Source: an optimization exercise on an open RTL-to-GDS flow (aim: small area). Production flows keep margins and buffers that such runs may drop. In this exercise RTL edits were held to simulation tests only and were not proved equivalent to the original. Power and IR drop assume default switching activity.

`flow/design.v`:
```
module counter (
    input  logic clk,
    input  logic rst_n,
    output logic tick
);
logic [5:0] u;
assign tick = (u == 6'd20);
always_ff @(posedge clk or negedge rst_n) begin
    if (!rst_n)
        u <= 6'd52;
    else
        u <= {u[4:0], u[5] ^ u[4] ^ tick};
end
endmodule
module fifo (
    input  logic       clk,
    input  logic       rst_n,
    input  logic       wr,
    input  logic [7:0] w_data,
    input  logic       rd,
    output logic [7:0] r_data,
    output logic       full,
    output logic       empty
);
logic [7:0] mem [0:15];
logic [4:0] p;
logic [3:0] hp;
logic       pend;
assign empty = p[4];
assign full  = ~p[4] & (&p[3:0]);
wire push = wr & ~full;
wire pop  = rd & ~empty;
wire ins  = pend & ((hp + p[3:0]) == 4'd0);
always_ff @(posedge clk) begin
    for (int j = 0; j < 15; j++)
        mem[j] <= mem[j+1];
    mem[15] <= ins ? w_data : mem[0];
end
always_ff @(posedge clk or negedge rst_n) begin
    if (!rst_n) begin
        p    <= 5'b11111;
        hp   <= 4'd0;
        pend <= 1'b0;
    end else begin
        if (push & ~pop)
            p <= p + 5'd1;
        else if (pop & ~push)
            p <= p - 5'd1;
        if (!pop)
            hp <= hp - 4'd1;
        if (push)
            pend <= 1'b1;
        else if (ins)
            pend <= 1'b0;
    end
end
wire        selb = pend & (p == 5'd0);
logic [15:0] sel;
always_comb
    for (int i = 0; i < 16; i++)
        sel[i] = ~selb & (hp == 4'(i));
for (genvar j = 0; j < 8; j++) begin : g_col
    logic [15:0] d;
    for (genvar i = 0; i < 16; i++) begin : g_bit
        assign d[i] = mem[i][j];
    end
    rd_col u_col (.sel(sel), .d(d), .selb(selb), .b(w_data[j]), .y(r_data[j]));
end
endmodule
module fifo_tx (
    input  logic       clk,
    input  logic       rst_n,
    input  logic       wr,
    input  logic [7:0] w_data,
    input  logic       rd,
    output logic [7:0] head,
    output logic       full,
    output logic       empty
);
logic [7:0]  mem [0:15];
logic [15:0] v;
logic [15:0] m;
assign full  = &v;
assign empty = ~|v;
assign head  = mem[0];
always_comb begin
    m[0] = ~v[0] | rd;
    for (int i = 1; i < 16; i++)
        m[i] = ~v[i] | m[i-1];
end
always_ff @(posedge clk) begin
    for (int i = 0; i < 15; i++)
        if (m[i]) mem[i] <= mem[i+1];
    if (m[15]) mem[15] <= w_data;
end
always_ff @(posedge clk or negedge rst_n) begin
    if (!rst_n)
        v <= '0;
    else begin
        for (int i = 0; i < 15; i++)
            if (m[i]) v[i] <= v[i+1];
        if (m[15]) v[15] <= wr & ~full;
    end
end
endmodule
module rd_col (
    input  logic [15:0] sel,
    input  logic [15:0] d,
    input  logic        selb,
    input  logic        b,
    output logic        y
);
logic [5:0] t;
for (genvar g = 0; g < 5; g++) begin : g_aoi
    aoi222 u (.a0(sel[3*g]),   .b0(d[3*g]),
              .a1(sel[3*g+1]), .b1(d[3*g+1]),
              .a2(sel[3*g+2]), .b2(d[3*g+2]), .y(t[g]));
end
aoi22 u_last (.a0(sel[15]), .b0(d[15]), .a1(selb), .b1(b), .y(t[5]));
assign y = ~&t;
endmodule
module aoi222 (
    input  logic a0, b0, a1, b1, a2, b2,
    output logic y
);
assign y = ~((a0 & b0) | (a1 & b1) | (a2 & b2));
endmodule
module aoi22 (
    input  logic a0, b0, a1, b1,
    output logic y
);
assign y = ~((a0 & b0) | (a1 & b1));
endmodule
module uart_rx (
    input  logic       clk,
    input  logic       rst_n,
    input  logic       rx,
    input  logic       s_tick,
    output logic       rx_done_tick,
    output logic [7:0] dout
);
localparam logic [1:0] IDLE = 2'd0, START = 2'd1, DATA = 2'd2, STOP = 2'd3;
logic [1:0] state;
logic [3:0] s;
logic [7:0] b;
wire last = s_tick & (&s);
always_ff @(posedge clk or negedge rst_n) begin
    if (!rst_n)
        state <= IDLE;
    else case (state)
        IDLE:  if (~rx) state <= START;
        START: if (last) state <= DATA;
        DATA:  if (last & b[0]) state <= STOP;
        STOP:  if (last) state <= IDLE;
    endcase
end
always_ff @(posedge clk) begin
    if (state == IDLE)
        s <= 4'd8;
    else if (s_tick)
        s <= s + 4'd1;
end
always_ff @(posedge clk) begin
    if (state == START && last)
        b <= 8'h80;
    else if (state == DATA && last)
        b <= {rx, b[7:1]};
end
assign rx_done_tick = (state == STOP) & last;
assign dout = b;
endmodule
module uart_tx (
    input  logic       clk,
    input  logic       rst_n,
    input  logic       tx_start,
    input  logic       s_tick,
    input  logic [7:0] din,
    output logic       tx_done_tick,
    output logic       tx
);
localparam logic [1:0] IDLE = 2'd0, START = 2'd1, DATA = 2'd2, STOP = 2'd3;
logic [1:0] state;
logic [6:0] ns;    
wire last = s_tick & (&ns[3:0]);
always_ff @(posedge clk or negedge rst_n) begin
    if (!rst_n)
        state <= IDLE;
    else case (state)
        IDLE:  if (tx_start) state <= START;
        START: if (last) state <= DATA;
        DATA:  if (last & (&ns[6:4])) state <= STOP;
        STOP:  if (last) state <= IDLE;
    endcase
end
always_ff @(posedge clk) begin
    if (state == IDLE)
        ns <= 7'b111_0000;
    else if (s_tick)
        ns <= ns + 7'd1;
end
always_comb begin
    case (state)
        START:   tx = 1'b0;
        DATA:    tx = din[ns[6:4]];
        default: tx = 1'b1;
    endcase
end
assign tx_done_tick = (state == STOP) & last;
endmodule
module uart_module #(
    parameter int BIT_TICKS = 54
)(
    input logic clk,
    input logic rst_n,
    input logic rx,
    input logic rd_uart,
    input logic [7:0] w_data,
    input logic wr_uart,
    output logic tx,
    output logic [7:0] r_data,
    output logic rx_empty,
    output logic tx_full
);
logic s_tick;
logic [7:0] dout;
logic rx_done_tick;
logic tx_done_tick;
logic [7:0] din;
logic tx_fifo_empty;
counter u_baud_rate_generator (
    .clk(clk),
    .rst_n(rst_n),
    .tick(s_tick)
);
uart_rx u_reciever (
    .clk(clk),
    .rst_n(rst_n),
    .rx(rx),
    .s_tick(s_tick),
    .dout(dout),
    .rx_done_tick(rx_done_tick)
);
fifo u_reciever_fifo (
    .clk(clk),
    .rst_n(rst_n),
    .w_data(dout),
    .wr(rx_done_tick),
    .r_data(r_data),
    .rd(rd_uart),
    .empty(rx_empty),
    .full()
);
uart_tx u_tranciever (
    .clk(clk),
    .rst_n(rst_n),
    .tx(tx),
    .din(din),
    .s_tick(s_tick),
    .tx_done_tick(tx_done_tick),
    .tx_start(!tx_fifo_empty)
);
fifo_tx u_tranciever_fifo (
    .clk(clk),
    .rst_n(rst_n),
    .w_data(w_data),
    .wr(wr_uart),
    .rd(tx_done_tick),
    .empty(tx_fifo_empty),
    .full(tx_full),
    .head(din)
);
endmodule
```
`flow/flow/run.sh`:
```
#!/bin/bash
# Standard layout with two changes: port buffers are buf_1, and the clock
# tree is built from clkbuf_4 with larger sink clusters and no dummy loads.
set -euo pipefail
export BUFFER_PORTS_ARGS="-buffer_cell sky130_fd_sc_hd__buf_1"
export CTS_ARGS="-sink_clustering_enable -repair_clock_nets -dont_use_dummy_load -buf_list sky130_fd_sc_hd__clkbuf_4 -sink_clustering_size 12 -sink_clustering_max_diameter 40"
bash standard.sh > standard_flow.log 2>&1
```
`flow/standard.sh`:
```
#!/bin/bash
# synth_recipe.tcl (not shown) runs the flow's synth.tcl, then flattens the netlist and writes it again
# the make line also repeats each setting of config.mk as NAME=value (left out here)
make -C /OpenROAD-flow-scripts/flow DESIGN_CONFIG=/design/flow/config.mk WORK_HOME=/design/flow/orfs CLKGATE_MAP_FILE= SYNTH_SCRIPT=/design/flow/synth_recipe.tcl "${@:-finish}"
```
`flow/config.mk`:
```
export PLATFORM = sky130hd
export DESIGN_NAME = uart_module
export DESIGN_NICKNAME = uart_module
export VERILOG_FILES = /design/flow/design.v
export SDC_FILE = /design/flow/constraint.sdc
export NUM_CORES = 4
export LEC_CHECK = 0
export CAP_MARGIN = 20
export CORE_MARGIN = 2
export CORE_UTILIZATION = 70
export SLEW_MARGIN = 20
export SYNTH_HIERARCHICAL = 1
```
`flow/constraint.sdc`:
```
create_clock -name core_clock -period 10.0 [get_ports {clk}]
set_input_delay 2.0000 -clock core_clock [delete_from_list [all_inputs] [get_ports {clk}]]
set_output_delay 2.0000 -clock core_clock [all_outputs]
set_load 0.01 [all_outputs]
```
==> results.cfg, run 1 <==
[worst_setup_path]
setup.worst_path.start_class = register
critPathMaxFanout = 15
worstSetupEndpointType = output pin
ordered_list_of_cells_on_the_worst_path = or4b_1 -> nor3_2 -> buf_4 -> nor3b_1 -> and2_1 -> a222oi_1 -> and4_1 -> nand3_1 -> buf_1
cp_data_arrival_time_ns = 3.30
cp.required_ns = 8.00
critical-path-slowest-cell = or4b_1
category_of_the_critical_setup_timing_path = register to output pin
crit_buf_inv = 2
critical-path-top-delay-family = simple AND/OR/NAND/NOR gates
critical_path.reg2reg.startpoint = u_baud_rate_generator.u[2]
worstSetupStartpoint = u_reciever_fifo.p[3]
slowest_delay_ns = 0.54

[worst_hold_path]
min-delay-start = u_reciever_fifo.mem[12][7]
worst_hold_path_type = register to register

[sta]
clock-skew-final_ns = 0.0538
hold_violations = 0
worst_slew_pin_slew_ns = 1.16
finalMaxSlewViolations = 0
layout_setup_ws_ns = 4.70
final.period_utilization_pct = 53.0
setup_repair_after_global_routing_missed_its_margin = false
max-slew-margin-rel_pct = 21.8
setup_tns_ns = 0
period_needed_ns = 5.30
number_of_endpoints_failing_setup_at_the_final_stage = 0
max_clock_freq_mhz = 189

[clocking]
cts_resized = 0
tritoncts.num_buffers = 36
cts_tree = done
clock_insertion_delay_worst_skew_ns = 0.62
clock_sink_count = 311
cts_hold_buf = 0
root_buffer_selected_by_cts = clkbuf_4
post-cts-setup-buffer-count = 0
h-tree-depth = 2
clock_path_buffers = 3
clkTransAtPathRegs_ns = 0.11

[finish]
drive_gt1_share_pct = 13.2
final_nets = 721
utilization_pct = 76.6
antenna-diode-count = 0
area_delta_synth_final_pct = 5.68

[die]
row_count = 43
initial_utilization_pct = 72.4
floorplan.die.height_microns = 124
die_w_microns = 124
coreArea_sq_mm = 0.0140
io_pins = 24
design.die.area_sq_mm = 0.0155

[outcome]
status = no timing/DRC/antenna violations

[route]
number_of_nets_with_antenna_violations_after_routing = 0
postRouteWirelength_mm = 16.4
overall_via_count_from_detail_route = 5288
via_per_inst = 6.14
drt-initial-drc-count = 448
drcViolationCount = 0
wire_per_inst_microns = 19.1
firstDrtPassIters = 6

[power_and_ir_drop]
power.density_cell_area_mw_per_mm2 = 205
leakagePower_uw = 0.00385
ir_drop_uv = 156

[placed_design]
detailed_place_hpwl_mm = 11.4
dp_slack_ns = 5.38
port-buffer-count = 23
gp_congestion = 0.887

[grt]
globalRouteOverflowTotal = 0
initial_antenna_violation_count = 1
first_pass_grt_wire_length_mm = 27.1
pin_count_of_the_biggest_net_entering_global_routing = 37
gr-usage-all-layers_pct = 22.0
grt_pass1_vias = 5478

[synth]
postSynthNetCount = 667
syn-mean-instance-area_sq_um = 16.1
post_synth_instance_area_sq_mm = 0.0101
synthCells = 629
yosysWarnings = 13

[run]
drv_cap = 0
[layer usage]
layer | GRT usage, % | wire length, microns
met1 | 31.1 | 7280
met2 | 34.0 | 7590
met3 | 5.28 | 1180
met4 | 7.47 | 341
met5 | 0 | 13
[final timing paths]
path	to	slack (ns)	depth (start not counted)
max	r_data[4]	4.70	9
min	u_reciever_fifo.mem[11][7]	0.33	0
max reg2reg	u_reciever_fifo.p[4]	6.26	11
min reg2reg	u_reciever_fifo.mem[11][7]	0.33	0
max in group asynchronous	u_tranciever_fifo.v[0]	7.91	1
min in group asynchronous	u_reciever_fifo.hp[0]	1.50	1
[state kept, by name, indices dropped and copies added, names as in the netlist]
register	cells
u_reciever_fifo.mem	128
u_tranciever_fifo.mem	128
u_tranciever_fifo.v	16
u_reciever.b	8
u_tranciever.ns	7
u_baud_rate_generator.u	6
u_reciever_fifo.p	5
u_reciever.s	4
u_reciever_fifo.hp	4
u_reciever.state	2
u_tranciever.state	2
u_reciever_fifo.pend	1
[placed cells by master, fill, tap and decap left out, types with 6 or more instances in the layout]
cell type and n:
a222oi_1 40, clkbuf_4 36, dfstp_2 8, dfrtp_1 28, edfxtp_1 128, nor4_1 6
buf_1 22, a21oi_1 13, inv_1 18, nand2b_1 17, nand3_1 21, xor2_1 7
a22oi_2 8, xnor2_1 8, dfxtp_1 147, and4_1 10, ha_1 23, nor2_1 19
nand2_1 28, mux2_2 9, and2_1 11
[area by class of cell]
class	count	area, sq um
sequential	311	7700
tap	180	225
clock buffer	36	270
multi-input combinational	291	2350
timing repair buffer	24	95.1
fill	883	3280
inverter	19	71.3
[per-stage QoR]
| step | power (uW) | cells | hold WS, ns | instance area (sq um) |
|---|---|---|---|---|
| after floorplan | 1620 | 629 | 0.330 | 10100 |
| after global placement | 1680 | 825 | 0.335 | 10400 |
| after detailed placement | 1700 | 825 | 0.337 | 10400 |
| after CTS | 2220 | 861 | 0.332 | 10700 |
| after global routing | 2300 | 861 | 0.322 | 10700 |
| final | 2200 | 861 | 0.327 | 10700 |
[power by group]
part	internal [uW]	total [uW]	switching, uW
logic	108	289	180
clock network	167	518	351
registers	1340	1390	47.3
==> run 2: changes to the inputs <==
==> flow/flow/run.sh (replaced) <==
#!/bin/bash
# Standard layout with three changes: after floorplan every cell gets the
# smallest size of its family (flow/downsize.tcl); port buffers are buf_1;
# the clock tree is built from clkbuf_4 with larger sink clusters and no
# dummy loads.
set -euo pipefail
export POST_FLOORPLAN_TCL="$PWD/flow/downsize.tcl"
export BUFFER_PORTS_ARGS="-buffer_cell sky130_fd_sc_hd__buf_1"
export CTS_ARGS="-sink_clustering_enable -repair_clock_nets -dont_use_dummy_load -buf_list sky130_fd_sc_hd__clkbuf_4 -sink_clustering_size 12 -sink_clustering_max_diameter 40"
bash standard.sh > standard_flow.log 2>&1
==> flow/flow/downsize.tcl (new file) <==
set db [ord::get_db]
set block [ord::get_db_block]
set dont_use {}
if { [info exists ::env(DONT_USE_CELLS)] } {
  set dont_use $::env(DONT_USE_CELLS)
}
array set fam {}
foreach lib [$db getLibs] {
  foreach m [$lib getMasters] {
    set n [$m getName]
    if { [regexp {^(sky130_fd_sc_hd__[a-z0-9]+)_([0-9]+)$} $n -> base sz] } {
      if { [lsearch -exact $dont_use $n] < 0 } {
        lappend fam($base) $m
      }
    }
  }
}
set swapped 0
set saved 0
foreach inst [$block getInsts] {
  set m [$inst getMaster]
  set n [$m getName]
  if { ![regexp {^(sky130_fd_sc_hd__[a-z0-9]+)_([0-9]+)$} $n -> base sz] } {
    continue
  }
  if { ![info exists fam($base)] } {
    continue
  }
  set best $m
  set bw [$m getWidth]
  foreach c $fam($base) {
    if { [$c getWidth] < $bw } {
      set best $c
      set bw [$c getWidth]
    }
  }
  if { $best ne $m } {
    set saved [expr { $saved + [$m getWidth] - $bw }]
    $inst swapMaster $best
    incr swapped
  }
}
puts "downsize: swapped $swapped cells, saved width [expr { $saved / 1000.0 }] um"
==> results.cfg, run 2 <==
[sta]
setup_repair_after_global_routing_missed_its_margin = false
number_of_endpoints_failing_setup_at_the_final_stage = 0
clock-skew-final_ns = 0.0531
setup_tns_ns = 0
max_clock_freq_mhz = 186
max-slew-margin-rel_pct = 28.2
hold_violations = 0
final.period_utilization_pct = 53.8
worst_slew_pin_slew_ns = 1.07
period_needed_ns = 5.38
finalMaxSlewViolations = 0

[outcome]
status = no timing/DRC/antenna violations

[route]
drcViolationCount = 0
number_of_nets_with_antenna_violations_after_routing = 0
drt-initial-drc-count = 573
via_per_inst = 6.12
firstDrtPassIters = 6
overall_via_count_from_detail_route = 5262
wire_per_inst_microns = 19.2
postRouteWirelength_mm = 16.5

[grt]
grt_pass1_vias = 5371
globalRouteOverflowTotal = 0
pin_count_of_the_biggest_net_entering_global_routing = 37
first_pass_grt_wire_length_mm = 26.8
initial_antenna_violation_count = 0
gr-usage-all-layers_pct = 22.1

[clocking]
cts_tree = done
tritoncts.num_buffers = 35
post-cts-setup-buffer-count = 0
clock_path_buffers = 3
cts_hold_buf = 0
clkTransAtPathRegs_ns = 0.12
cts_resized = 0
clock_sink_count = 311
root_buffer_selected_by_cts = clkbuf_4
clock_insertion_delay_worst_skew_ns = 0.63
h-tree-depth = 2

[finish]
reg.largest.list = u_reciever_fifo.mem (128), u_tranciever_fifo.mem (128), u_tranciever_fifo.v (16)
drive_gt1_share_pct = 9.41
antenna-diode-count = 0
utilization_pct = 75.8
final_nets = 720
final_cell_mix = dfxtp_1, edfxtp_1, a222oi_1
fill_cells = 850
area_delta_synth_final_pct = 4.59
final_common_cell = dfxtp_1

[worst_setup_path]
critPathMaxFanout = 15
cp_data_arrival_time_ns = 3.38
setup.reg_to_reg.worst_slack_ns = 5.94
category_of_the_critical_setup_timing_path = register to output pin
slowest_delay_ns = 0.51
setup.worst_path.start_class = register
critical-path-slowest-cell = or4b_1
critPathCapture = r_data[2]
worst_r2r_path_depth = 11
worstSetupEndpointType = output pin
ordered_list_of_cells_on_the_worst_path = or4b_1 -> nor3_1 -> buf_4 -> nor3b_1 -> and2_1 -> a222oi_1 -> and4_1 -> nand3_1 -> buf_1
r2r-end = u_reciever_fifo.p[4]
critical_path.reg2reg.startpoint = u_baud_rate_generator.u[2]
worstSetupStartpoint = u_reciever_fifo.p[3]
cp.required_ns = 8.00

[die]
die_w_microns = 124
coreArea_sq_mm = 0.0140
initial_utilization_pct = 72.4
floorplan.die.height_microns = 124
io_pins = 24
row_count = 43
design.die.area_sq_mm = 0.0155

[power_and_ir_drop]
leakagePower_uw = 0.00381
power.density_cell_area_mw_per_mm2 = 207
total_power_uw = 2200
ir_drop_uv = 215

[synth]
postSynthNetCount = 667
syn-mean-instance-area_sq_um = 16.1
yosysWarnings = 13
post_synth_instance_area_sq_mm = 0.0101
synthCells = 629

[worst_hold_path]
worst_hold_path_type = register to register
whs_path_depth = 0

[placed_design]
port-buffer-count = 23
gp_congestion = 0.824
detailed_place_hpwl_mm = 11.4

[run]
drv_cap = 0
[run 2: how the worst min path moves through the flow]
stage | endpoint | startpoint
3_3_place_gp | u_reciever_fifo.mem[10][7] | u_reciever_fifo.mem[11][7]
2_1_floorplan | u_reciever_fifo.mem[11][0] | u_reciever_fifo.mem[12][0]
5_1_grt | u_reciever_fifo.mem[14][5] | u_reciever_fifo.mem[15][5]
6_report | u_reciever_fifo.mem[14][5] | u_reciever_fifo.mem[15][5]
3_5_place_dp | u_reciever_fifo.mem[12][3] | u_reciever_fifo.mem[13][3]
4_1_cts | u_reciever_fifo.mem[14][5] | u_reciever_fifo.mem[15][5]
[run 2: per-layer routing]
layer,vias to the layer above,part of all wire [%],GRT usage (%)
met5,-,0,0
met4,0,1.6,6.01
met3,28,7.5,6.01
met2,179,46,33.7
met1,2576,45,32.1
li1,2479,-,-
[run 2: power by group]
part           internal, uW  switching (uW)
Clock                   163             348
Sequential             1340            51.8
Combinational           107             183
Total                  1610             583
[run 2: worst max-delay path: cells and delay by family (launching register included)]
kind | cells | cell delay (ns)
and+or+nand+nor | 6 | 1.49
AOI/OAI and AO/OA | 1 | 0.38
buffers and inverters | 2 | 0.45
DFF | 1 | 0.41
[run 2: per-stage QoR]
| stage | worst slack [ns] | area (sq um) | hold WS (ns) | std cells |
|---|---|---|---|---|
| floorplan | 5.39 | 10100 | 0.330 | 629 |
| global placement | 5.48 | 10300 | 0.332 | 825 |
| detailed placement | 5.37 | 10300 | 0.336 | 825 |
| CTS | 4.67 | 10600 | 0.322 | 860 |
| global route | 4.43 | 10600 | 0.327 | 860 |
| finish | 4.62 | 10600 | 0.328 | 860 |
[run 2: final cells by class]
class                      instances  area [sq um]  share of cell area [%]
clock buffer                      35           263                    2.48
inverter                          19          71.3                   0.673
multi-input combinational        291          2250                    21.2
sequential                       311          7700                    72.6
tap                              180           225                    2.12
timing repair buffer              24          95.1                   0.897
==> run 3: changes to the inputs <==
--- a/flow/flow/run.sh
+++ b/flow/flow/run.sh
@@ -8,3 +8,3 @@
 export BUFFER_PORTS_ARGS="-buffer_cell sky130_fd_sc_hd__buf_1"
-export CTS_ARGS="-sink_clustering_enable -repair_clock_nets -dont_use_dummy_load -buf_list sky130_fd_sc_hd__clkbuf_4 -sink_clustering_size 12 -sink_clustering_max_diameter 40"
+export CTS_ARGS="-sink_clustering_enable -repair_clock_nets -dont_use_dummy_load -buf_list sky130_fd_sc_hd__clkbuf_4 -root_buf sky130_fd_sc_hd__clkbuf_2 -tree_buf sky130_fd_sc_hd__clkbuf_2 -sink_clustering_size 12 -sink_clustering_max_diameter 40"
 bash standard.sh > standard_flow.log 2>&1
==> results.cfg, run 3 <==
[outcome]
status = no timing/DRC/antenna violations

[synth]
yosysWarnings = 13
postSynthNetCount = 667
synthCells = 629
post_synth_instance_area_sq_mm = 0.0101
syn-mean-instance-area_sq_um = 16.1

[grt]
globalRouteMet1Util_pct = 32.2
initial_antenna_violation_count = 0
globalRouteOverflowTotal = 0
grt_pass1_vias = 5368
globalRouteMet2Util_pct = 33.7
pin_count_of_the_biggest_net_entering_global_routing = 37
first_pass_grt_wire_length_mm = 26.8
top_usage_layer = met2
gr-usage-all-layers_pct = 22.1
globalRouteMet3Util_pct = 5.84

[clocking]
cts_resized = 0
cts_hold_buf = 0
clock_insertion_delay_worst_skew_ns = 0.75
h-tree-depth = 2
cts_tree = done
post-cts-setup-buffer-count = 0
root_buffer_selected_by_cts = clkbuf_2
clock_path_buffers = 3
clock_sink_count = 311
clkTransAtPathRegs_ns = 0.11
tritoncts.num_buffers = 35

[power_and_ir_drop]
p_switching_uw = 582
total_power_uw = 2180
leakagePower_uw = 0.00381
p_clk_share_pct = 22.8
ir_drop_uv = 212
netSwitchingFraction_pct = 26.7
power.share.combinational_pct = 13.3
intPower_uw = 1600
p_seq_share_pct = 63.9
power.density_cell_area_mw_per_mm2 = 206

[route]
postRouteWirelength_mm = 16.5
firstDrtPassIters = 5
number_of_nets_with_antenna_violations_after_routing = 0
drt-initial-drc-count = 578
drcViolationCount = 0
wire_per_inst_microns = 19.1
via_per_inst = 6.14
overall_via_count_from_detail_route = 5280

[die]
initial_utilization_pct = 72.4
io_pins = 24
design.die.area_sq_mm = 0.0155
die_w_microns = 124
row_count = 43
coreArea_sq_mm = 0.0140
floorplan.die.height_microns = 124

[finish]
final_nets = 720
fill_cells = 854
final_cell_mix = dfxtp_1, edfxtp_1, a222oi_1
area_delta_synth_final_pct = 4.47
final_common_cell = dfxtp_1
utilization_pct = 75.7
antenna-diode-count = 0
drive_gt1_share_pct = 9.41
reg.largest.list = u_reciever_fifo.mem (128), u_tranciever_fifo.mem (128), u_tranciever_fifo.v (16)

[sta]
clock-skew-final_ns = 0.0761
hold_violations = 0
setup_repair_after_global_routing_missed_its_margin = false
max_clock_freq_mhz = 182
final.period_utilization_pct = 54.9
number_of_endpoints_failing_setup_at_the_final_stage = 0
max-slew-margin-rel_pct = 28.2
finalMaxSlewViolations = 0
worst_slew_pin_slew_ns = 1.07
setup_tns_ns = 0
period_needed_ns = 5.49

[worst_hold_path]
worst_hold_path_type = register to register
min-delay-start = u_reciever_fifo.mem[15][0]

[worst_setup_path]
setup.worst_path.start_class = register
cp.required_ns = 8.00
category_of_the_critical_setup_timing_path = register to output pin
slowest_delay_ns = 0.51
critical-path-slowest-cell = or4b_1
ordered_list_of_cells_on_the_worst_path = or4b_1 -> nor3_1 -> buf_4 -> nor3b_1 -> and2_1 -> a222oi_1 -> and4_1 -> nand3_1 -> buf_1
cp_data_arrival_time_ns = 3.49
worstSetupEndpointType = output pin
critical_path.reg2reg.startpoint = u_baud_rate_generator.u[2]
worstSetupStartpoint = u_reciever_fifo.p[3]
critPathMaxFanout = 15

[run]
drv_cap = 0

[placed_design]
gp_congestion = 0.824
port-buffer-count = 23
detailed_place_hpwl_mm = 11.4
## run 3: cell types whose count changed in the layout (fill, tap and decap cells not counted)
cell	previous run	this run
clkbuf_2	1	6
clkbuf_4	35	30
## run 3: worst paths after layout
path	endpoint	slack, ns	depth (start not counted)
worst max register to register	u_reciever_fifo.p[4]	5.97	11
worst max-delay path	r_data[7]	4.51	9
max in group asynchronous	u_baud_rate_generator.u[0]	8.02	1
worst min register to register	u_reciever_fifo.mem[14][0]	0.33	0
worst min-delay path	u_reciever_fifo.mem[14][0]	0.33	0
min in group asynchronous	u_baud_rate_generator.u[3]	1.36	1
## run 3: power by group through the flow
stage	Sequential, uW	Clock [uW]	Combinational, uW
detailed placement	1420	0	279
finish	1390	498	290
CTS	1390	515	280
global route	1400	563	323
global placement	1410	0	260
floorplan	1400	0	222
## run 3: final cells by class
type	count	area [sq um]	area share, %
timing repair buffer	24	95.1	0.898
clock buffer	35	250	2.36
multi-input combinational	291	2250	21.2
sequential	311	7700	72.7
tap	180	225	2.13
inverter	19	71.3	0.674
## run 3: worst max-delay path, delay by kind of cell (launching register included)
kind / cells / cell delay [ns]
and+or+nand+nor: 6 / 1.52
DFF: 1 / 0.41
buffers and inverters: 2 / 0.45
AOI/OAI and AO/OA: 1 / 0.38
## run 3: through the flow
| step | setup WS [ns] | hold WS [ns] | instance area, sq um | cells |
|---|---|---|---|---|
| 2_1_floorplan | 5.39 | 0.330 | 10100 | 629 |
| 3_3_place_gp | 5.48 | 0.332 | 10300 | 825 |
| 3_5_place_dp | 5.37 | 0.336 | 10300 | 825 |
| 4_1_cts | 4.54 | 0.321 | 10600 | 860 |
| 5_1_grt | 4.29 | 0.327 | 10600 | 860 |
| 6_report | 4.51 | 0.326 | 10600 | 860 |
## run 3: routing by layer
metal / wire [microns] / part of all wire [%]
met1: 7370 / 45
met2: 7490 / 46
met3: 1300 / 7.9
met4: 291 / 1.8
met5: 0 / 0
==> run 4: changes to the inputs <==
--- a/flow/design.v
+++ b/flow/design.v
@@ -32,3 +32,3 @@
 wire pop  = rd & ~empty;
-wire ins  = pend & ((hp + p[3:0]) == 4'd0);
+wire ins  = pend & (hp == 4'(-p[3:0]));
 always_ff @(posedge clk) begin
@@ -48,4 +48,3 @@
             p <= p - 5'd1;
-        if (!pop)
-            hp <= hp - 4'd1;
+        hp <= hp - {3'b000, ~pop};
         if (push)
@@ -118,3 +117,3 @@
 end
-aoi22 u_last (.a0(sel[15]), .b0(d[15]), .a1(selb), .b1(b), .y(t[5]));
+assign t[5] = ~((sel[15] & d[15]) | (selb & b));
 assign y = ~&t;
@@ -126,8 +125,2 @@
 assign y = ~((a0 & b0) | (a1 & b1) | (a2 & b2));
-endmodule
-module aoi22 (
-    input  logic a0, b0, a1, b1,
-    output logic y
-);
-assign y = ~((a0 & b0) | (a1 & b1));
 endmodule
@@ -159,4 +152,4 @@
         s <= 4'd8;
-    else if (s_tick)
-        s <= s + 4'd1;
+    else
+        s <= s + {3'd0, s_tick};
 end
==> results.cfg, run 4 <==
[die]
die_w_microns = 123
floorplan.die.height_microns = 123
io_pins = 24
initial_utilization_pct = 71.7
coreArea_sq_mm = 0.0139
design.die.area_sq_mm = 0.0152
row_count = 43

[power_and_ir_drop]
p_clk_share_pct = 23.1
intPower_uw = 1580
p_switching_uw = 544
ir_drop_uv = 136
p_seq_share_pct = 65.3
netSwitchingFraction_pct = 25.6
power.density_cell_area_mw_per_mm2 = 204
leakagePower_uw = 0.00390
power.share.combinational_pct = 11.6

[outcome]
status = no timing/DRC/antenna violations

[sta]
setup_repair_after_global_routing_missed_its_margin = false
worst_slew_pin_slew_ns = 1.04
number_of_endpoints_failing_setup_at_the_final_stage = 0
max-slew-margin-rel_pct = 30.1
setup_tns_ns = 0
hold_violations = 0
finalMaxSlewViolations = 0
max_clock_freq_mhz = 173
clock-skew-final_ns = 0.0513
final.period_utilization_pct = 57.9
period_needed_ns = 5.79

[clocking]
root_buffer_selected_by_cts = clkbuf_2
clock_sink_count = 311
h-tree-depth = 2
clkTransAtPathRegs_ns = 0.12
tritoncts.num_buffers = 34
cts_resized = 0
clock_path_buffers = 3
post-cts-setup-buffer-count = 0
clock_insertion_delay_worst_skew_ns = 0.73
cts_tree = done
cts_hold_buf = 0

[worst_setup_path]
critical-path-top-delay-family = simple AND/OR/NAND/NOR gates
worstSetupEndpointType = output pin
slowest_delay_ns = 0.84
cp.required_ns = 8.00
category_of_the_critical_setup_timing_path = register to output pin
cp_data_arrival_time_ns = 3.79
critPathMaxFanout = 12
critical-path-slowest-cell = nor3_1
crit_buf_inv = 3
setup.worst_path.start_class = register
ordered_list_of_cells_on_the_worst_path = inv_1 -> ha_1 -> nand2_1 -> nor4_1 -> buf_4 -> nand3b_1 -> nor3_1 -> a222oi_1 -> nand3_1 -> or3_1 -> buf_1

[finish]
drive_gt1_share_pct = 8.70
multi_input_comb_area_sq_mm = 0.00204
fill_cells = 864
final_nets = 703
area_delta_synth_final_pct = 4.42
final_common_cell = dfxtp_1
final_cell_mix = dfxtp_1, edfxtp_1, a222oi_1
seq_area_sq_mm = 0.00770
reg.largest.list = u_reciever_fifo.mem (128), u_tranciever_fifo.mem (128), u_tranciever_fifo.v (16)
utilization_pct = 74.8

[route]
firstDrtPassIters = 5
drt-initial-drc-count = 624
via_per_inst = 6.03
number_of_nets_with_antenna_violations_after_routing = 0
overall_via_count_from_detail_route = 5114
drcViolationCount = 0
postRouteWirelength_mm = 16.9
wire_per_inst_microns = 20.0

[grt]
globalRouteOverflowTotal = 0
pin_count_of_the_biggest_net_entering_global_routing = 37
initial_antenna_violation_count = 2
grt_pass1_vias = 5177
gr-usage-all-layers_pct = 23.5
first_pass_grt_wire_length_mm = 26.4

[placed_design]
gp_congestion = 0.927
port-buffer-count = 23
detailed_place_hpwl_mm = 11.9

[synth]
postSynthNetCount = 646
synthCells = 612
yosysWarnings = 13
syn-mean-instance-area_sq_um = 16.3
post_synth_instance_area_sq_mm = 0.00995

[worst_hold_path]
worst_hold_path_type = register to register

[run]
drv_cap = 0
[run 4: cell types whose count changed in the layout (fill, tap and decap cells not counted), moves of 4 or more]
cell / before / now
a21oi_1: 15 / 6
a22o_1: 0 / 15
a22oi_1: 8 / 2
and2_1: 11 / 3
and4_1: 11 / 2
nand3_1: 22 / 16
nor2_1: 21 / 28
nor4_4: 4 / 0
or3_1: 1 / 11
[run 4: worst register-to-register path: cells and delay by family, from the launching register on]
kind | cells | cell delay, ns
simple gates | 6 | 1.36
flops | 1 | 0.54
xor+xnor | 1 | 0.14
fa+ha+maj | 2 | 0.53
compound gates | 2 | 0.35
buf+inv | 1 | 0.10
mux | 1 | 0.24
[run 4: final timing paths]
check                      cells after the start                       start                         end  slack, ns
setup / recovery                              11        u_reciever_fifo.p[0]                   r_data[3]       4.21
hold / removal                                 0  u_reciever_fifo.mem[11][4]  u_reciever_fifo.mem[10][4]       0.31
setup reg to reg                              13  u_baud_rate_generator.u[2]        u_reciever_fifo.p[4]       6.67
hold reg to reg                                0  u_reciever_fifo.mem[11][4]  u_reciever_fifo.mem[10][4]       0.31
max in group asynchronous                      1                       rst_n  u_baud_rate_generator.u[0]       8.03
min in group asynchronous                      1                       rst_n       u_reciever_fifo.hp[0]       1.38
[run 4: through the flow]
step | instances | setup WS, ns | power [uW] | hold slack, ns | cell area [sq um]
6_report | 848 | 4.21 | 2120 | 0.311 | 10400
3_3_place_gp | 813 | 5.14 | 1630 | 0.334 | 10100
3_5_place_dp | 813 | 5.00 | 1650 | 0.335 | 10100
4_1_cts | 847 | 4.26 | 2140 | 0.313 | 10400
5_1_grt | 848 | 3.96 | 2220 | 0.331 | 10400
2_1_floorplan | 612 | 5.27 | 1590 | 0.330 | 9950
[run 4: metal layers]
layer,routed length (microns),share of wire [%],GRT usage (%),vias up
met1,7690,45,33.5,2484
met2,7560,45,35.3,182
met4,290,1.7,7.24,0
met3,1410,8.3,7.01,25
li1,-,-,-,2423
met5,0,0,0,-
[run 4: power groups by stage]
stage | registers, uW | clock network, uW | logic (uW)
CTS | 1380 | 508 | 242
global placement | 1410 | 0 | 220
global route | 1390 | 559 | 273
floorplan | 1390 | 0 | 195
finish | 1390 | 491 | 246
detailed placement | 1410 | 0 | 238
[run 4: final cells by class]
| cell class | count | area share, % |
|---|---|---|
| antenna | 1 | 0.0241 |
| clock buffer | 34 | 2.34 |
| inverter | 21 | 0.759 |
| multi-input combinational | 276 | 19.6 |
| sequential | 311 | 74.1 |
| tap | 180 | 2.17 |
| timing repair buffer | 25 | 0.988 |
==> run 5: changes to the inputs <==
--- a/flow/design.v
+++ b/flow/design.v
@@ -74,3 +74,5 @@
     input  logic       rd,
-    output logic [7:0] head,
+    input  logic       clr_head,
+    output logic [7:0] q0,
+    output logic       at_x,
     output logic       full,
@@ -78,27 +80,76 @@
 );
-logic [7:0]  mem [0:15];
-logic [15:0] v;
-logic [15:0] m;
-assign full  = &v;
-assign empty = ~|v;
-assign head  = mem[0];
+logic [7:0] st [0:15];
+logic [7:0] d  [0:15];
+logic [4:0] p;
+logic [3:0] hp, tp;
+logic       init;
+assign empty = p[4];
+assign full  = ~p[4] & (&p[3:0]);
+assign at_x  = (hp == 4'd0);
+assign q0    = st[0];
+wire push = wr & ~full;
+wire pop  = rd;
+wire clr  = init | (clr_head & (hp == 4'd1));
+logic [15:0] ins;
+wire  [3:0] tq = tp - 4'd1;
+logic [3:0] lo, hi;
 always_comb begin
-    m[0] = ~v[0] | rd;
-    for (int i = 1; i < 16; i++)
-        m[i] = ~v[i] | m[i-1];
-end
-always_ff @(posedge clk) begin
-    for (int i = 0; i < 15; i++)
-        if (m[i]) mem[i] <= mem[i+1];
-    if (m[15]) mem[15] <= w_data;
-end
-always_ff @(posedge clk or negedge rst_n) begin
-    if (!rst_n)
-        v <= '0;
-    else begin
-        for (int i = 0; i < 15; i++)
-            if (m[i]) v[i] <= v[i+1];
-        if (m[15]) v[15] <= wr & ~full;
-    end
-end
+    for (int k = 0; k < 4; k++) begin
+        lo[k] = push & (tq[1:0] == 2'(k));
+        hi[k] = (tq[3:2] == 2'(k));
+    end
+    for (int j = 0; j < 16; j++)
+        ins[j] = lo[j % 4] & hi[j / 4];
+end
+wire [7:0] w_n = ~w_data;
+for (genvar k = 0; k < 8; k++) begin : g_x
+    oai22 u (.a1(st[1][k]), .a2(clr), .b1(~ins[0]), .b2(w_n[k]), .y(d[0][k]));
+end
+for (genvar j = 1; j < 16; j++) begin : g_pos
+    for (genvar k = 0; k < 8; k++) begin : g_bit
+        if (j % 2 == 1) begin : g_inv
+            aoi21 u (.a1(ins[j]), .a2(w_data[k]), .b1(st[(j+1)%16][k]), .y(d[j][k]));
+        end else begin : g_true
+            oai21 u (.a1(~ins[j]), .a2(w_n[k]), .b1(st[j+1][k]), .y(d[j][k]));
+        end
+    end
+end
+always_ff @(posedge clk)
+    for (int j = 0; j < 16; j++)
+        st[j] <= d[j];
+always_ff @(posedge clk or negedge rst_n) begin
+    if (!rst_n) begin
+        p    <= 5'b11111;
+        hp   <= 4'd1;
+        tp   <= 4'd1;
+        init <= 1'b1;
+    end else begin
+        if (push & ~pop)
+            p <= p + 5'd1;
+        else if (pop & ~push)
+            p <= p - 5'd1;
+        hp <= hp - {3'b000, ~pop};
+        tp <= tp - {3'b000, ~push};
+        if (hp == 4'd2)
+            init <= 1'b0;
+    end
+end
+endmodule
+module aoi21 (
+    input  logic a1, a2, b1,
+    output logic y
+);
+assign y = ~((a1 & a2) | b1);
+endmodule
+module oai21 (
+    input  logic a1, a2, b1,
+    output logic y
+);
+assign y = ~((a1 | a2) & b1);
+endmodule
+module oai22 (
+    input  logic a1, a2, b1, b2,
+    output logic y
+);
+assign y = ~((a1 | a2) & (b1 | b2));
 endmodule
@@ -170,2 +221,4 @@
     input  logic [7:0] din,
+    input  logic       at_x,
+    output logic       stop,
     output logic       tx_done_tick,
@@ -183,3 +236,3 @@
         START: if (last) state <= DATA;
-        DATA:  if (last & (&ns[6:4])) state <= STOP;
+        DATA:  if (last & (ns[6:4] == 3'd0)) state <= STOP;
         STOP:  if (last) state <= IDLE;
@@ -189,5 +242,12 @@
     if (state == IDLE)
-        ns <= 7'b111_0000;
+        ns <= 7'd0;
     else if (s_tick)
         ns <= ns + 7'd1;
+end
+logic nb, txd;
+always_ff @(posedge clk) begin
+    if (at_x)
+        nb <= din[ns[6:4]];
+    if (last)
+        txd <= nb;
 end
@@ -196,3 +256,3 @@
         START:   tx = 1'b0;
-        DATA:    tx = din[ns[6:4]];
+        DATA:    tx = txd;
         default: tx = 1'b1;
@@ -200,2 +260,3 @@
 end
+assign stop = (state == STOP);
 assign tx_done_tick = (state == STOP) & last;
@@ -222,2 +283,4 @@
 logic tx_fifo_empty;
+logic at_x;
+logic tx_stop;
 counter u_baud_rate_generator (
@@ -250,2 +313,4 @@
     .din(din),
+    .at_x(at_x),
+    .stop(tx_stop),
     .s_tick(s_tick),
@@ -260,6 +325,8 @@
     .rd(tx_done_tick),
+    .clr_head(tx_stop),
+    .q0(din),
+    .at_x(at_x),
     .empty(tx_fifo_empty),
-    .full(tx_full),
-    .head(din)
-);
-endmodule
+    .full(tx_full)
+);
+endmodule
==> results.cfg, run 5 <==
[die]
initial_utilization_pct = 71.3
row_count = 43
die_w_microns = 123
coreArea_sq_mm = 0.0138
floorplan.die.height_microns = 123
design.die.area_sq_mm = 0.0150
io_pins = 24

[placed_design]
dp_slack_ns = 4.83
port-buffer-count = 23
gp_congestion = 0.866
detailed_place_hpwl_mm = 13.3
placement.cell_area_sq_mm = 0.00986

[sta]
max_clock_freq_mhz = 177
layout_setup_ws_ns = 4.35
number_of_endpoints_failing_setup_at_the_final_stage = 0
hold_violations = 0
setup_repair_after_global_routing_missed_its_margin = false
setup_tns_ns = 0
max-slew-margin-rel_pct = 17.6
finalMaxSlewViolations = 0
clock-skew-final_ns = 0.155
worst_slew_pin_slew_ns = 1.23
period_needed_ns = 5.65
final.period_utilization_pct = 56.5

[grt]
top_usage_layer = met2
globalRouteMet3Util_pct = 4.74
globalRouteOverflowTotal = 0
gr-usage-all-layers_pct = 27.0
pin_count_of_the_biggest_net_entering_global_routing = 35
globalRouteMet1Util_pct = 33.8
grt_pass1_vias = 6144
globalRouteMet2Util_pct = 46.5
first_pass_grt_wire_length_mm = 31.4
initial_antenna_violation_count = 0

[worst_hold_path]
holdPathEnd = u_reciever_fifo.mem[3][0]
worst_hold_path_type = register to register
min-delay-start = u_reciever_fifo.mem[4][0]
whs_path_depth = 0

[finish]
antenna-diode-count = 0
drive_gt1_share_pct = 9.39
final_common_cell = dfxtp_1
final_cell_mix = dfxtp_1, a21oi_1, o21ai_1
fill_cells = 981
utilization_pct = 73.3
final_nets = 885
area_delta_synth_final_pct = 2.86
finalInstanceArea_sq_mm = 0.0101
reg.largest.list = u_reciever_fifo.mem (128), u_tranciever_fifo.st (128), u_reciever.b (8)

[clocking]
cts_resized = 0
cts_tree = done
clock_path_buffers = 3
cts_hold_buf = 0
clock_sink_count = 311
tritoncts.num_buffers = 36
root_buffer_selected_by_cts = clkbuf_2
post-cts-setup-buffer-count = 0
h-tree-depth = 2
clock_insertion_delay_worst_skew_ns = 0.80
clkTransAtPathRegs_ns = 0.11

[worst_setup_path]
critPathMaxFanout = 12
worstSetupStartpoint = u_reciever_fifo.p[0]
setup.reg_to_reg.worst_slack_ns = 6.60
cp.required_ns = 8.00
worst_r2r_path_depth = 13
category_of_the_critical_setup_timing_path = register to output pin
r2r-end = u_reciever_fifo.p[4]
setup.worst_path.start_class = register
worstSetupEndpointType = output pin
critical_path.reg2reg.startpoint = u_baud_rate_generator.u[2]
cp_data_arrival_time_ns = 3.65

[power_and_ir_drop]
p_seq_share_pct = 61.5
p_switching_uw = 779
power.density_cell_area_mw_per_mm2 = 254
total_power_uw = 2580
leakagePower_uw = 0.00412
ir_drop_uv = 179
power.share.combinational_pct = 18.6
p_clk_share_pct = 19.9
netSwitchingFraction_pct = 30.2
intPower_uw = 1800

[synth]
post_synth_instance_area_sq_mm = 0.00986
syn-mean-instance-area_sq_um = 12.5
postSynthNetCount = 828
yosysWarnings = 15
synthCells = 786

[route]
drcViolationCount = 0
postRouteWirelength_mm = 19.7
firstDrtPassIters = 8
wire_per_inst_microns = 19.3
number_of_nets_with_antenna_violations_after_routing = 0
overall_via_count_from_detail_route = 6204
via_per_inst = 6.08
drt-initial-drc-count = 681

[outcome]
status = no timing/DRC/antenna violations

[run]
drv_cap = 0
run 5: metrics by stage:
stage / hold WS (ns) / std cells
floorplan: 0.330 / 786
global placement: 0.336 / 985
detailed placement: 0.336 / 985
CTS: 0.260 / 1021
global route: 0.266 / 1021
finish: 0.263 / 1021
run 5: critical path, stage by stage, from the launching register on:
cell and delay (ns):
dfstp_2 0.59, inv_1 0.09, ha_1 0.22, nand2_1 0.12, nor4_4 0.09, nor2_1 0.11
nand2_1 0.11, nor3_1 0.95, a222oi_1 0.26, nand3_1 0.18, or3_1 0.11, buf_1 0.14
run 5: worst max path at each step:
stage,end,slack (ns),depth (start not counted)
finish,r_data[6],4.35,11
global placement,r_data[0],5.05,10
detailed placement,r_data[6],4.83,10
CTS,r_data[6],4.09,10
global route,r_data[6],4.20,10
floorplan,r_data[0],5.27,9
run 5: power by group through the flow:
stage	combinational, uW	sequential, uW	clock (uW)
global route	537	1610	574
finish	479	1590	513
floorplan	409	1580	0
detailed placement	472	1610	0
CTS	475	1580	526
global placement	441	1600	0
run 5: layer usage:
metal  routed length [microns]  vias up
met3                      1100       50
met1                      8410     2999
met2                      9650      191
met5                         0        -
li1                          -     2964
met4                       521        0
run 5: area by class of cell:
class	instances	area, sq um	share of cell area, %
flip-flops and latches	311	6440	63.5
multi-input cells	425	2940	29.0
inverters	41	154	1.52
well taps	180	225	2.22
repair buffers	28	125	1.23
clock buffers	36	258	2.54
==> run 6: changes to the inputs <==
--- a/flow/design.v
+++ b/flow/design.v
@@ -185,3 +185,3 @@
 );
-localparam logic [1:0] IDLE = 2'd0, START = 2'd1, DATA = 2'd2, STOP = 2'd3;
+localparam logic [1:0] IDLE = 2'b00, START = 2'b01, DATA = 2'b11, STOP = 2'b10;
 logic [1:0] state;
@@ -226,3 +226,3 @@
 );
-localparam logic [1:0] IDLE = 2'd0, START = 2'd1, DATA = 2'd2, STOP = 2'd3;
+localparam logic [1:0] IDLE = 2'b00, START = 2'b01, DATA = 2'b11, STOP = 2'b10;
 logic [1:0] state;
==> results.cfg, run 6 <==
[worst_setup_path]
critical-path-slowest-cell = nor3_1
critical-path-top-delay-family = simple AND/OR/NAND/NOR gates
ordered_list_of_cells_on_the_worst_path = inv_1 -> ha_1 -> nand2_1 -> nor4_1 -> buf_4 -> or3_1 -> nor3_1 -> a222oi_1 -> nand2_1 -> or3_1 -> buf_1
cp_data_arrival_time_ns = 3.84
critPathMaxFanout = 12
cp.required_ns = 8.00
path_depth = 11
category_of_the_critical_setup_timing_path = register to output pin
setup.worst_path.start_class = register
worstSetupEndpointType = output pin
slowest_delay_ns = 0.85
critical_path.reg2reg.startpoint = u_baud_rate_generator.u[2]
r2r-end = u_reciever_fifo.p[4]
setup.reg_to_reg.worst_slack_ns = 5.79
crit_buf_inv = 3
worst_r2r_path_depth = 13

[sta]
number_of_endpoints_failing_setup_at_the_final_stage = 0
hold_violations = 0
final.period_utilization_pct = 58.4
max-slew-margin-rel_pct = 17.2
setup_tns_ns = 0
finalMaxSlewViolations = 0
worst_slew_pin_slew_ns = 1.23
clock-skew-final_ns = 0.106
max_clock_freq_mhz = 171
period_needed_ns = 5.84
setup_repair_after_global_routing_missed_its_margin = false
layout_setup_ws_ns = 4.16

[die]
die_w_microns = 122
design.die.area_sq_mm = 0.0149
floorplan.die.height_microns = 122
row_count = 43
io_pins = 24
initial_utilization_pct = 70.9
coreArea_sq_mm = 0.0138

[clocking]
clock_sink_count = 311
tritoncts.num_buffers = 34
post-cts-setup-buffer-count = 0
root_buffer_selected_by_cts = clkbuf_2
cts_tree = done
cts_resized = 0
h-tree-depth = 2
clock_path_buffers = 3
cts_hold_buf = 0
clock_insertion_delay_worst_skew_ns = 0.77
clkTransAtPathRegs_ns = 0.11

[power_and_ir_drop]
power.share.combinational_pct = 17.1
p_clk_share_pct = 20.2
leakagePower_uw = 0.00403
p_switching_uw = 739
netSwitchingFraction_pct = 29.8
intPower_uw = 1740
ir_drop_uv = 146
power.density_cell_area_mw_per_mm2 = 248
p_seq_share_pct = 62.7
total_power_uw = 2480

[route]
drt-initial-drc-count = 640
number_of_nets_with_antenna_violations_after_routing = 0
wire_per_inst_microns = 19.4
postRouteWirelength_mm = 19.7
overall_via_count_from_detail_route = 6225
firstDrtPassIters = 6
drcViolationCount = 0
via_per_inst = 6.12

[finish]
final_cell_mix = dfxtp_1, a21oi_1, o21ai_1
seq_area_sq_mm = 0.00644
area_delta_synth_final_pct = 2.55
drive_gt1_share_pct = 9.09
final_common_cell = dfxtp_1
final_nets = 872
multi_input_comb_area_sq_mm = 0.00284
utilization_pct = 72.7
fill_cells = 997
reg.largest.list = u_reciever_fifo.mem (128), u_tranciever_fifo.st (128), u_reciever.b (8)

[grt]
initial_antenna_violation_count = 1
first_pass_grt_wire_length_mm = 31.4
grt_pass1_vias = 6228
globalRouteOverflowTotal = 0
pin_count_of_the_biggest_net_entering_global_routing = 35
gr-usage-all-layers_pct = 27.4

[run]
drv_cap = 0

[placed_design]
detailed_place_hpwl_mm = 13.3
port-buffer-count = 23
dp_slack_ns = 4.96
gp_congestion = 0.842

[worst_hold_path]
whs_path_depth = 0
holdPathEnd = u_reciever_fifo.mem[12][2]
min-delay-start = u_reciever_fifo.mem[13][2]
worst_hold_path_type = register to register

[synth]
syn-mean-instance-area_sq_um = 12.4
post_synth_instance_area_sq_mm = 0.00976
postSynthNetCount = 819
synthCells = 785
yosysWarnings = 15

[outcome]
status = no timing/DRC/antenna violations
run 6: cell type report:
type,count,area share (%)
multi-input cells,426,28.4
well taps,180,2.25
repair buffers,28,1.23
clock buffers,34,2.43
inverters,37,1.39
flip-flops and latches,311,64.3
diodes,1,0.0250
run 6: per-stage QoR:
stage / hold WS (ns) / instance area, sq um / cells
global route: 0.311 / 10000 / 1017
finish: 0.295 / 10000 / 1017
floorplan: 0.330 / 9760 / 785
global placement: 0.332 / 9750 / 981
CTS: 0.303 / 9990 / 1015
detailed placement: 0.337 / 9750 / 981
run 6: power groups by stage:
stage               Clock, uW  Combinational, uW  Sequential [uW]
finish                    501                423             1550
detailed placement          0                415             1570
global placement            0                394             1570
floorplan                   0                366             1550
global route              564                477             1570
CTS                       517                421             1550
run 6: per-layer routing:
metal	wire length, microns	GRT usage [%]
met1	8780	37.9
met2	8860	42.4
met3	1580	6.79
met4	472	9.63
met5	0	0
run 6: how the worst max path moves through the flow:
stage,slack (ns),endpoint,startpoint
after floorplan,5.27,r_data[0],u_reciever_fifo.p[0]
after global placement,5.09,r_data[7],u_reciever_fifo.p[0]
after detailed placement,4.96,r_data[3],u_reciever_fifo.p[0]
after CTS,4.17,r_data[3],u_reciever_fifo.p[0]
after global routing,3.93,r_data[3],u_reciever_fifo.p[0]
final,4.16,r_data[3],u_reciever_fifo.p[0]
==> run 7: changes to the inputs <==
--- a/flow/config.mk
+++ b/flow/config.mk
@@ -9,3 +9,3 @@
 export CORE_MARGIN = 2
-export CORE_UTILIZATION = 70
+export CORE_UTILIZATION = 80
 export SLEW_MARGIN = 20
==> results.cfg, run 7 <==
[placed_design]
place_inst = 946
gp_congestion = 0.857
port-buffer-count = 23
detailed_place_hpwl_mm = 13.2

[worst_setup_path]
category_of_the_critical_setup_timing_path = register to output pin
worst_r2r_path_depth = 13
critical-path-slowest-cell = nor3_1
ordered_list_of_cells_on_the_worst_path = inv_1 -> ha_1 -> nand2_1 -> nor4_1 -> buf_4 -> or3_1 -> nor3_1 -> a222oi_1 -> nand2_1 -> or3_1 -> buf_1
worstSetupEndpointType = output pin
r2r-end = u_reciever_fifo.p[4]
setup.worst_path.start_class = register
crit_buf_inv = 3
critPathMaxFanout = 12
path_depth = 11
setup.reg_to_reg.worst_slack_ns = 5.96
critical-path-top-delay-family = simple AND/OR/NAND/NOR gates
cp_data_arrival_time_ns = 3.75
slowest_delay_ns = 0.78
critical_path.reg2reg.startpoint = u_baud_rate_generator.u[2]
cp.required_ns = 8.00

[die]
row_count = 40
die_w_microns = 114
initial_utilization_pct = 81.6
coreArea_sq_mm = 0.0120
floorplan.die.height_microns = 114
design.die.area_sq_mm = 0.0131
io_pins = 24

[clocking]
cts_tree = done
post-cts-setup-buffer-count = 0
clock_insertion_delay_worst_skew_ns = 0.74
cts_hold_buf = 0
cts_resized = 0
clkTransAtPathRegs_ns = 0.12
clock_sink_count = 311
clock_path_buffers = 3
tritoncts.num_buffers = 35
root_buffer_selected_by_cts = clkbuf_2
h-tree-depth = 2

[run]
drv_cap = 0

[sta]
hold_violations = 0
clock-skew-final_ns = 0.0593
worst_slew_pin_slew_ns = 1.10
finalMaxSlewViolations = 0
final.period_utilization_pct = 57.5
max-slew-margin-rel_pct = 25.8
setup_tns_ns = 0
period_needed_ns = 5.75
setup_repair_after_global_routing_missed_its_margin = false
number_of_endpoints_failing_setup_at_the_final_stage = 0
max_clock_freq_mhz = 174

[grt]
initial_antenna_violation_count = 0
globalRouteOverflowTotal = 0
globalRouteMet3Util_pct = 6.35
gr-usage-all-layers_pct = 30.6
globalRouteMet1Util_pct = 38.9
first_pass_grt_wire_length_mm = 31.4
pin_count_of_the_biggest_net_entering_global_routing = 35
grt_pass1_vias = 6406
top_usage_layer = met2
globalRouteMet2Util_pct = 52.1

[worst_hold_path]
whs_path_depth = 0
min-delay-start = u_reciever_fifo.mem[7][0]
worst_hold_path_type = register to register
holdPathEnd = u_reciever_fifo.mem[6][0]

[finish]
layout.cells.non_filler = 981
fill_cells = 673
area_delta_synth_final_pct = 2.14
final_common_cell = dfxtp_1
final_nets = 870
final_cell_mix = dfxtp_1, a21oi_1, o21ai_1
drive_gt1_share_pct = 9.23
antenna-diode-count = 0
reg.largest.list = u_reciever_fifo.mem (128), u_tranciever_fifo.st (128), u_reciever.b (8)

[power_and_ir_drop]
p_clk_share_pct = 20.1
intPower_uw = 1740
p_seq_share_pct = 62.7
netSwitchingFraction_pct = 29.7
total_power_uw = 2480
ir_drop_uv = 191
power.density_cell_area_mw_per_mm2 = 249
power.share.combinational_pct = 17.1
p_switching_uw = 735
leakagePower_uw = 0.00402

[synth]
synthCells = 785
syn-mean-instance-area_sq_um = 12.4
post_synth_instance_area_sq_mm = 0.00976
yosysWarnings = 15
postSynthNetCount = 819

[route]
postRouteWirelength_mm = 19.2
number_of_nets_with_antenna_violations_after_routing = 0
wire_per_inst_microns = 19.5
via_per_inst = 6.42
drt-initial-drc-count = 514
firstDrtPassIters = 5
drcViolationCount = 0
overall_via_count_from_detail_route = 6296

[outcome]
status = no timing/DRC/antenna violations
==> run 7: worst max-delay path by stage <==
stage | from | endpoint
after global placement | u_reciever_fifo.p[0] | r_data[5]
after CTS | u_reciever_fifo.p[0] | r_data[2]
after floorplan | u_reciever_fifo.p[0] | r_data[0]
after detailed placement | u_reciever_fifo.p[0] | r_data[2]
after global routing | u_reciever_fifo.p[0] | r_data[2]
final | u_reciever_fifo.p[0] | r_data[2]
==> run 7: final cells by class <==
type / count / area [sq um] / area share (%)
flip-flops and latches: 311 / 6440 / 64.6
multi-input cells: 426 / 2860 / 28.7
clock buffers: 35 / 250 / 2.51
repair buffers: 25 / 103 / 1.03
well taps: 147 / 184 / 1.84
inverters: 37 / 139 / 1.39
==> run 7: worst reg2reg max path, cell delays in order (launching register included) <==
cell and delay, ns:
dfstp_2 0.53, nor4b_1 0.28, and3b_1 0.39, nand4_1 0.50, or2_0 0.43, nor3b_1 0.24
and2_1 0.18, ha_1 0.22, inv_1 0.12, ha_1 0.33, a21o_1 0.17, a21oi_1 0.17
mux2i_1 0.25, xnor2_1 0.15
==> run 7: layer usage <==
| layer | routed length (microns) | vias up |
|---|---|---|
| met5 | 0 | - |
| met4 | 366 | 0 |
| met3 | 1290 | 33 |
| met2 | 9650 | 210 |
| met1 | 7860 | 3102 |
| li1 | - | 2951 |
==> run 7: power groups by stage <==
stage	registers [uW]	logic, uW	clock network, uW
finish	1560	425	499
global route	1570	477	561
CTS	1550	419	510
detailed placement	1570	417	0
global placement	1570	383	0
floorplan	1550	366	0
==> run 7: metrics by stage <==
stage                     cell area [sq um]  setup slack (ns)  hold slack [ns]  utilization [%]
after floorplan                        9760              5.27            0.330                -
after global placement                 9700              5.14            0.331             81.1
after detailed placement               9700              4.94            0.337             81.1
after CTS                              9950              4.16            0.333             83.2
after global routing                   9970              3.97            0.308             83.3
final                                  9970              4.25            0.331             83.3
==> run 8: changes to the inputs <==
--- a/flow/flow/run.sh
+++ b/flow/flow/run.sh
@@ -8,3 +8,3 @@
 export BUFFER_PORTS_ARGS="-buffer_cell sky130_fd_sc_hd__buf_1"
-export CTS_ARGS="-sink_clustering_enable -repair_clock_nets -dont_use_dummy_load -buf_list sky130_fd_sc_hd__clkbuf_4 -root_buf sky130_fd_sc_hd__clkbuf_2 -tree_buf sky130_fd_sc_hd__clkbuf_2 -sink_clustering_size 12 -sink_clustering_max_diameter 40"
+export CTS_ARGS="-sink_clustering_enable -repair_clock_nets -dont_use_dummy_load -buf_list sky130_fd_sc_hd__clkbuf_4 -root_buf sky130_fd_sc_hd__clkbuf_2 -tree_buf sky130_fd_sc_hd__clkbuf_2 -sink_clustering_size 11 -sink_clustering_max_diameter 35"
 bash standard.sh > standard_flow.log 2>&1
--- a/flow/config.mk
+++ b/flow/config.mk
@@ -9,3 +9,3 @@
 export CORE_MARGIN = 2
-export CORE_UTILIZATION = 80
+export CORE_UTILIZATION = 70
 export SLEW_MARGIN = 20
==> results.cfg, run 8 <==
[clocking]
clock_sink_count = 311
h-tree-depth = 2
cts_resized = 0
cts_hold_buf = 0
post-cts-setup-buffer-count = 0
tritoncts.num_buffers = 40
clock_path_buffers = 3
clkTransAtPathRegs_ns = 0.10
root_buffer_selected_by_cts = clkbuf_2
clock_insertion_delay_worst_skew_ns = 0.79
cts_tree = done

[worst_hold_path]
worst_hold_path_type = register to register

[placed_design]
gp_congestion = 0.842
placement.cell_area_sq_mm = 0.00975
detailed_place_hpwl_mm = 13.3
port-buffer-count = 23

[synth]
yosysWarnings = 15
synthCells = 785
postSynthNetCount = 819
post_synth_instance_area_sq_mm = 0.00976
syn-mean-instance-area_sq_um = 12.4

[finish]
drive_gt1_share_pct = 9.74
final_cell_mix = dfxtp_1, a21oi_1, o21ai_1
area_delta_synth_final_pct = 3.01
final_common_cell = dfxtp_1
final_nets = 878
reg.largest.list = u_reciever_fifo.mem (128), u_tranciever_fifo.st (128), u_reciever.b (8)
finalInstanceArea_sq_mm = 0.0101

[die]
coreArea_sq_mm = 0.0138
design.die.area_sq_mm = 0.0149
floorplan.die.height_microns = 122
initial_utilization_pct = 70.9
row_count = 43
die_w_microns = 122
io_pins = 24

[grt]
pin_count_of_the_biggest_net_entering_global_routing = 35
first_pass_grt_wire_length_mm = 31.4
initial_antenna_violation_count = 1
gr-usage-all-layers_pct = 27.4
globalRouteOverflowTotal = 0
grt_pass1_vias = 6303

[worst_setup_path]
worstSetupEndpointType = output pin
critPathMaxFanout = 12
setup.worst_path.start_class = register
cp.required_ns = 8.00
cp_data_arrival_time_ns = 3.82
category_of_the_critical_setup_timing_path = register to output pin

[route]
via_per_inst = 6.04
drcViolationCount = 0
overall_via_count_from_detail_route = 6178
number_of_nets_with_antenna_violations_after_routing = 0
firstDrtPassIters = 8
drt-initial-drc-count = 626
postRouteWirelength_mm = 19.7
wire_per_inst_microns = 19.2

[sta]
clock-skew-final_ns = 0.0878
period_needed_ns = 5.82
max-slew-margin-rel_pct = 20.3
setup_repair_after_global_routing_missed_its_margin = false
max_clock_freq_mhz = 172
setup_tns_ns = 0
number_of_endpoints_failing_setup_at_the_final_stage = 0
finalMaxSlewViolations = 0
final.period_utilization_pct = 58.2
hold_violations = 0
worst_slew_pin_slew_ns = 1.19

[power_and_ir_drop]
p_seq_share_pct = 61.9
ir_drop_uv = 154
p_switching_uw = 745
p_clk_share_pct = 21.3
power.share.combinational_pct = 16.9
netSwitchingFraction_pct = 29.7
power.density_cell_area_mw_per_mm2 = 250
leakagePower_uw = 0.00406
intPower_uw = 1770

[outcome]
status = no timing/DRC/antenna violations

[run]
drv_cap = 0
==> run 8: path summary, 6_finish.rpt <==
path | startpoint | to | slack (ns) | depth (start not counted)
worst max-delay path | u_reciever_fifo.p[0] | r_data[3] | 4.18 | 11
worst min-delay path | u_reciever_fifo.mem[13][7] | u_reciever_fifo.mem[12][7] | 0.27 | 0
worst max register to register | u_baud_rate_generator.u[2] | u_reciever_fifo.p[4] | 5.83 | 13
worst min register to register | u_reciever_fifo.mem[13][7] | u_reciever_fifo.mem[12][7] | 0.27 | 0
max in group asynchronous | rst_n | u_reciever_fifo.pend | 8.09 | 1
min in group asynchronous | rst_n | u_reciever_fifo.hp[2] | 1.34 | 1
==> run 8: cell type report <==
type                    count  area (sq um)
diodes                      1          2.50
clock buffers              40           288
fillers                  1001          3720
inverters                  37           139
multi-input cells         426          2840
flip-flops and latches    311          6440
well taps                 180           225
repair buffers             28           123
==> run 8: per-stage QoR <==
stage	total power (uW)	instances	util [%]	setup WS [ns]	hold slack, ns
6_report	2510	1023	73.0	4.18	0.269
5_1_grt	2650	1023	73.0	3.93	0.267
4_1_cts	2520	1021	72.9	4.15	0.254
3_5_place_dp	1990	981	70.8	4.96	0.337
3_3_place_gp	1960	981	70.8	5.09	0.332
2_1_floorplan	1910	785	-	5.27	0.330
==> run 8: per-layer routing <==
layer  global-route usage [%]  share of wire (%)  vias to the layer above
met5                        0                  0                        -
met4                     10.2                2.2                        0
met3                     6.69                8.0                       35
met2                     42.2                 45                      203
met1                     37.8                 45                     2984
li1                         -                  -                     2956
==> run 8: power groups by stage <==
stage                     combinational, uW  sequential [uW]  clock, uW
after floorplan                         366             1550          0
after global placement                  394             1570          0
after detailed placement                415             1570          0
after CTS                               420             1550        549
after global routing                    477             1570        600
final                                   423             1550        534
==> run 8: worst max-delay path: stages, from the launching register on <==
cell and delay [ns]:
dfstp_2 0.59, inv_1 0.09, ha_1 0.23, nand2_1 0.06, nor4_1 0.04, buf_4 0.17
or3_1 0.37, nor3_1 0.82, a222oi_1 0.32, nand2_1 0.13, or3_1 0.13, buf_1 0.15

[port drivers added, routing unchanged]
How much do the figures lean on ideal ports? The routed layouts below were timed once more, with nothing changed but the port constraints. Step 1 assumes that a clkbuf_16 drives the clock port and a buf_2 every other input. Step 2, shift: input delay + t, output delay - t, t = (earliest + latest rising clock arrival at the registers) / 2. This alone moves slack from input paths to output paths. Slacks: ideal / step 1 / step 2; pairs: ideal / step 1.
run | shift t [ns] | slack for setup (ns) | worst setup path after step 2 | worst register clock-pin slew, ns
run 1 | 0.639 | 4.700 / 4.665 / 5.303 | register to output | 0.12 / 0.12
run 2 | 0.645 | 4.618 / 4.580 / 5.225 | register to output | 0.12 / 0.12
run 3 | 0.754 | 4.506 / 4.469 / 5.223 | register to output | 0.12 / 0.12
run 4 | 0.738 | 4.207 / 4.172 / 4.910 | register to output | 0.12 / 0.12
run 5 | 0.756 | 4.349 / 4.313 / 5.068 | register to output | 0.12 / 0.12
run 6 | 0.752 | 4.164 / 4.131 / 4.883 | register to output | 0.12 / 0.12
run 7 | 0.751 | 4.255 / 4.218 / 4.969 | register to output | 0.12 / 0.12
run 8 | 0.778 | 4.179 / 4.147 / 4.925 | register to output | 0.11 / 0.11
After both steps setup and hold are still met in every run listed.
